What follows belongs to an exercise in optimizing a design on an open flow for small area, a short achievable clock period and few clock cycles per item; a production flow would make more cautious choices.
At most, simulation tests tie the RTL to the original design; equivalence was not proved.

Design linear_equation_solver_3x3, start of the top module:
module linear_equation_solver_3x3 #(
    parameter DATA_WIDTH = 16,
    parameter MAX_ITER = 40,
    parameter FRAC_BITS = 8
)(
    input wire clk,
    input wire rst,
    input wire start,
    input wire [DATA_WIDTH-1:0] a_data,
    input wire [3:0] a_addr,
    input wire a_wen,
    input wire [DATA_WIDTH-1:0] b_data,
    input wire [1:0] b_addr,
    input wire b_wen,
    output reg [DATA_WIDTH-1:0] x0, x1, x2,
    output reg done
);
Size: roughly 7800 cells after synthesis, about 490 flip-flops, ~92 I/O pins.
clock: 110.0 ns
lec_check: 0
abc_area: 1
cap_margin: 20
core_margin: 2
core_utilization: 75
place_density: 0.85
setup_slack_margin: 5
slew_margin: 20
run.sh (not shown) runs the stock make flow with config.mk's settings and CLKGATE_MAP_FILE= SYNTH_SCRIPT=/design/flow/synth_recipe.tcl, a recipe that flattens the netlist after the stock synthesis.
Testbench counts at the start, summed over its fixed seeds: cycles 35,813, solves 1,200.
Rerun with:
CORE_UTILIZATION = 60   (was 75)
PLACE_DENSITY = 0.7   (was 0.85)
Outcome: The new run produced a clean layout. Final area went up by 0.62%. First-iteration DRC count drops by 14%. Synthesized cell count is unchanged. Final cell count goes up by about 3%. Critical path depth stays the same. Routed wire length is lower by 3.9%.
Rerun with:
ABC_AREA = unset   (was 1)
CORE_UTILIZATION = 45   (was 60)
PLACE_DENSITY = 0.6   (was 0.7)
Effect: Worst hold slack degrades by 0.0039 ns; flip-flop and latch count stays the same; clock-buffer cell count is higher by 6; cell count is lower by 2.6%; global-route usage is lower by 7.8 points; cell area is higher by 3.6%; die area is higher by 35%; routed wire length is higher by 6.4%.
Rerun with:
==> flow/flow/run.sh (new file) <==
#!/bin/bash
# Standard layout, with two changes:
#  - after global placement, the port buffers inserted by buffer_ports are
#    re-mastered from the slow default cell to a plain buffer;
#  - the later timing repairs aim for more setup slack than the default
#    5 ns margin (same clock and constraints).
set -euo pipefail
RES=$PWD/orfs/results/$FLOW_PLATFORM/linear_equation_solver_3x3/base
bash standard.sh $RES/3_3_place_gp.odb > flow_to_gp.log 2>&1
cat > port_buffers.tcl <<EOS
read_db $RES/3_3_place_gp.odb
set n 0
set buf [[ord::get_db] findMaster sky130_fd_sc_hd__buf_4]
foreach inst [[ord::get_db_block] getInsts] {
  set name [\$inst getName]
  set master [[\$inst getMaster] getName]
  if {[regexp {^(input|output)[0-9]+\$} \$name] && [string match sky130_fd_sc_hd__clkdlybuf* \$master]} {
    \$inst swapMaster \$buf
    incr n
  }
}
puts "re-mastered \$n port buffers"
write_db $RES/3_3_place_gp.odb
EOS
openroad -no_splash -exit port_buffers.tcl > port_buffers.log 2>&1
bash standard.sh SETUP_SLACK_MARGIN=${SLACK_MARGIN:-86} finish > flow_finish.log 2>&1
==> flow/standard.sh (new file) <==
#!/bin/bash
# synth_recipe.tcl (not shown) runs the flow's synth.tcl, then flattens the netlist and writes it again
# the make line also repeats each setting of config.mk as NAME=value (left out here)
make -C /OpenROAD-flow-scripts/flow DESIGN_CONFIG=/design/flow/config.mk WORK_HOME=/design/flow/orfs CLKGATE_MAP_FILE= SYNTH_SCRIPT=/design/flow/synth_recipe.tcl "${@:-finish}"
ABC_AREA = 1   (was unset)
CORE_UTILIZATION = 60   (was 45)
PLACE_DENSITY = 0.7   (was 0.6)
removed: flow/run.sh
The changed run produced a clean layout. Routed wire length decreases by 6.2%. Global-route usage is higher by 7.7 points. Synthesized area shrinks by 1.6%. Final area decreases by 3.8%. Via count climbs by 4.5%. Final cell count went up by 2.7%. Setup slack gets better by 0.60 ns. Die area is lower by 26%.

========
Another version of the RTL of linear_equation_solver_3x3 (not shown whole).
Size: ~7900 cells after synthesis, roughly 92 I/O pins, roughly 64000 um2 of cells after synthesis.
Settings: LEC_CHECK=0, ABC_AREA=1, CAP_MARGIN=5, CORE_MARGIN=2, CORE_UTILIZATION=60, CTS_CLUSTER_DIAMETER=90, CTS_CLUSTER_SIZE=20, PLACE_DENSITY=0.7, SETUP_SLACK_MARGIN=5, SLEW_MARGIN=5; clock period 110.0 ns.
standard.sh (not shown) runs the stock make flow with config.mk's settings and CLKGATE_MAP_FILE= SYNTH_SCRIPT=/design/flow/synth_recipe.tcl, a recipe that flattens the netlist after the stock synthesis.
==> flow/flow/run.sh <==
#!/bin/bash
# Standard layout, with two changes:
#  - after global placement, the port buffers inserted by buffer_ports are
#    re-mastered from the slow default cell to a plain buffer;
#  - the later timing repairs aim for more setup slack than the default
#    5 ns margin (same clock and constraints).
set -euo pipefail
RES=$PWD/orfs/results/$FLOW_PLATFORM/linear_equation_solver_3x3/base
bash standard.sh $RES/3_3_place_gp.odb > flow_to_gp.log 2>&1
cat > port_buffers.tcl <<EOS
read_db $RES/3_3_place_gp.odb
set n 0
set buf [[ord::get_db] findMaster sky130_fd_sc_hd__buf_4]
foreach inst [[ord::get_db_block] getInsts] {
  set name [\$inst getName]
  set master [[\$inst getMaster] getName]
  if {[regexp {^(input|output)[0-9]+\$} \$name] && [string match sky130_fd_sc_hd__clkdlybuf* \$master]} {
    \$inst swapMaster \$buf
    incr n
  }
}
puts "re-mastered \$n port buffers"
write_db $RES/3_3_place_gp.odb
EOS
openroad -no_splash -exit port_buffers.tcl > port_buffers.log 2>&1
bash standard.sh SETUP_SLACK_MARGIN=${SLACK_MARGIN:-86} finish > flow_finish.log 2>&1
Testbench counts at the start, summed over its fixed seeds: cycles 35,813, solves 1,200.
==> next run, changes <==
- CAP_MARGIN: 5 -> 20
- CORE_UTILIZATION: 60 -> 80
- CTS_CLUSTER_DIAMETER: 90 -> unset
- CTS_CLUSTER_SIZE: 20 -> unset
- PLACE_DENSITY: 0.7 -> 0.88
- SLEW_MARGIN: 5 -> 20
Result:
- die area came out lower by 25%
- design area climbs by 0.38%
- non-clock buffer count drops by 1
- wire length went up by 12%
- via count rises by 10%
- sequential share of layout area hardly moves
- hold slack improves by 34 ps
- synthesized cell count does not change
- clock-buffer cell count goes up by 21
- synthesized area does not change
==> next run, changes <==
- CORE_UTILIZATION: 80 -> 60
- CTS_BUF_LIST: unset -> sky130_fd_sc_hd__clkbuf_4 sky130_fd_sc_hd__clkbuf_8 sky130_fd_sc_hd__clkbuf_16
- CTS_CLUSTER_DIAMETER: unset -> 90
- CTS_CLUSTER_SIZE: unset -> 20
- PLACE_DENSITY: 0.88 -> 0.7
Result:
- synthesized cell count is unchanged
- cell count rises by 3.4%
- non-clock buffer count increases by 2
- worst setup slack gets better by 30 ps
- register-to-register slack is better by 390 ps

========
Another version of the RTL of linear_equation_solver_3x3 (not shown whole).
Size in the first run: roughly 7800 cells after synthesis, ~500 flip-flops, ~64000 um2 of cells after synthesis.
make LEC_CHECK=0 ABC_AREA=1 CAP_MARGIN=20 CORE_MARGIN=2 CORE_UTILIZATION=45 PLACE_DENSITY=0.6 SETUP_SLACK_MARGIN=5 SLEW_MARGIN=20 finish   # period 110.0 ns
run.sh (not shown) runs the stock make flow with config.mk's settings and CLKGATE_MAP_FILE= SYNTH_SCRIPT=/design/flow/synth_recipe.tcl, a recipe that flattens the netlist after the stock synthesis.
Stock flow here: none of the scripts above is used.
Testbench counts at the start, summed over its fixed seeds: cycles 35,813, solves 1,200.
Then changed:
- ABC_AREA: 1 -> not set
Result: The changed run finished with timing, DRC and antenna clean; maximum frequency went up slightly; synthesized area goes up slightly; setup slack gets better by 0.30 ns; utilization is about the same; routed wire length fell by a few percent; global-route usage goes down by 1.1 points; clock-buffer cell count went up by 3; sequential cell count is unchanged; via count falls by a few percent.

========
Setup of the previous run:
Another version of the RTL of linear_equation_solver_3x3 (not shown whole).
For scale: roughly 470 flip-flops, ~92 I/O pins.
// linear_equation_solver_3x3
module linear_equation_solver_3x3 #(
    parameter DATA_WIDTH = 16,
    parameter MAX_ITER = 40,
    parameter FRAC_BITS = 8
)(
    input wire clk,
    input wire rst,
    input wire start,
    input wire [DATA_WIDTH-1:0] a_data,
    input wire [3:0] a_addr,
    input wire a_wen,
    input wire [DATA_WIDTH-1:0] b_data,
    input wire [1:0] b_addr,
    input wire b_wen,
    output reg [DATA_WIDTH-1:0] x0, x1, x2,
    output reg done
);
Settings: LEC_CHECK=0, ABC_AREA=1, CAP_MARGIN=20, CORE_MARGIN=2, CORE_UTILIZATION=60, PLACE_DENSITY=0.7, SETUP_SLACK_MARGIN=5, SLEW_MARGIN=20; clock period 110.0 ns.
standard.sh (not shown) runs the stock make flow with config.mk's settings and CLKGATE_MAP_FILE= SYNTH_SCRIPT=/design/flow/synth_recipe.tcl, a recipe that flattens the netlist after the stock synthesis.
==> flow/flow/run.sh <==
#!/bin/bash
# Standard layout, with two changes:
#  - after global placement, the port buffers inserted by buffer_ports are
#    re-mastered from the slow default cell to a plain buffer;
#  - the later timing repairs aim for more setup slack than the default
#    5 ns margin (same clock and constraints).
set -euo pipefail
RES=$PWD/orfs/results/$FLOW_PLATFORM/linear_equation_solver_3x3/base
bash standard.sh $RES/3_3_place_gp.odb > flow_to_gp.log 2>&1
cat > port_buffers.tcl <<EOS
read_db $RES/3_3_place_gp.odb
set n 0
set buf [[ord::get_db] findMaster sky130_fd_sc_hd__buf_4]
foreach inst [[ord::get_db_block] getInsts] {
  set name [\$inst getName]
  set master [[\$inst getMaster] getName]
  if {[regexp {^(input|output)[0-9]+\$} \$name] && [string match sky130_fd_sc_hd__clkdlybuf* \$master]} {
    \$inst swapMaster \$buf
    incr n
  }
}
puts "re-mastered \$n port buffers"
write_db $RES/3_3_place_gp.odb
EOS
openroad -no_splash -exit port_buffers.tcl > port_buffers.log 2>&1
bash standard.sh SETUP_SLACK_MARGIN=${SLACK_MARGIN:-88} finish > flow_finish.log 2>&1
The following lists how the current run was set up differently from the previous run:
diff --git a/flow/flow/run.sh b/flow/flow/run.sh
--- a/flow/flow/run.sh
+++ b/flow/flow/run.sh
@@ -24,3 +24,3 @@
 EOS
 openroad -no_splash -exit port_buffers.tcl > port_buffers.log 2>&1
-bash standard.sh SETUP_SLACK_MARGIN=${SLACK_MARGIN:-88} finish > flow_finish.log 2>&1
+bash standard.sh SETUP_SLACK_MARGIN=${SLACK_MARGIN:-86} finish > flow_finish.log 2>&1
Results
The current run: non-clock buffer share of cell area is 1.3 points lower than what the previous run reported. From the previous run to the current run the numbers moved as follows: worst hold margin about even; clock transition at the registers of the reported paths about even. Synthesis-to-finish area growth (higher): the previous run. The first-iteration DRC count in the current run was lower than what the previous run gave. Arrival time of data at the critical path endpoint in the current run is 0.10 ns above the previous run.
Function was not checked in any run of this note: the RTL went through the layout flow alone.

## what the ideal ports hide
In the flow no input, the clock included, has a driving cell. The finished layouts below were timed again as built, in two steps.
Step 1 (the two cells are an assumption about what drives the block):
set clk [get_ports {clk}]
set_driving_cell -lib_cell sky130_fd_sc_hd__clkbuf_16 $clk
set_driving_cell -lib_cell sky130_fd_sc_hd__buf_2 [delete_from_list [all_inputs] $clk]
Step 2 times the ports against the registers' clock, not the clock port: input delays grow and output delays shrink by t, the midpoint of the rising clock arrivals with the driver on.
a / b / c = ideal / step 1 / step 2; a / b = the first two.
run | shift t [ns] | setup slack, ns | worst setup path after step 2
the first run of note 1 | 0.691 | 86.335 / 86.262 / 85.796 | input to register
the second run of note 1 | 0.703 | 86.308 / 86.231 / 86.078 | input to register
the third run of note 1 | 0.735 | 86.148 / 86.079 / 86.351 | input to register
the fourth run of note 1 | 0.701 | 86.748 / 86.670 / 86.488 | input to register
the first run of note 2 | 0.682 | 86.789 / 86.718 / 86.802 | input to register
the second run of note 2 | 0.695 | 86.755 / 86.688 / 86.349 | input to register
the third run of note 2 | 0.677 | 86.785 / 86.716 / 86.805 | input to register
the first run of note 3 | 0.738 | 85.924 / 85.977 / 85.240 | input to register
the second run of note 3 | 0.740 | 86.227 / 86.145 / 86.171 | input to register
the previous run | 0.745 | 86.729 / 86.651 / 86.922 | input to register
the current run | 0.744 | 86.628 / 86.550 / 86.719 | input, reset recovery
After both steps every run listed still meets setup and hold. The setup slack of the first run of note 3, which loses most, moves by +0.053 ns with the drivers and by -0.684 ns with both steps. Setup slack includes reset recovery checks.
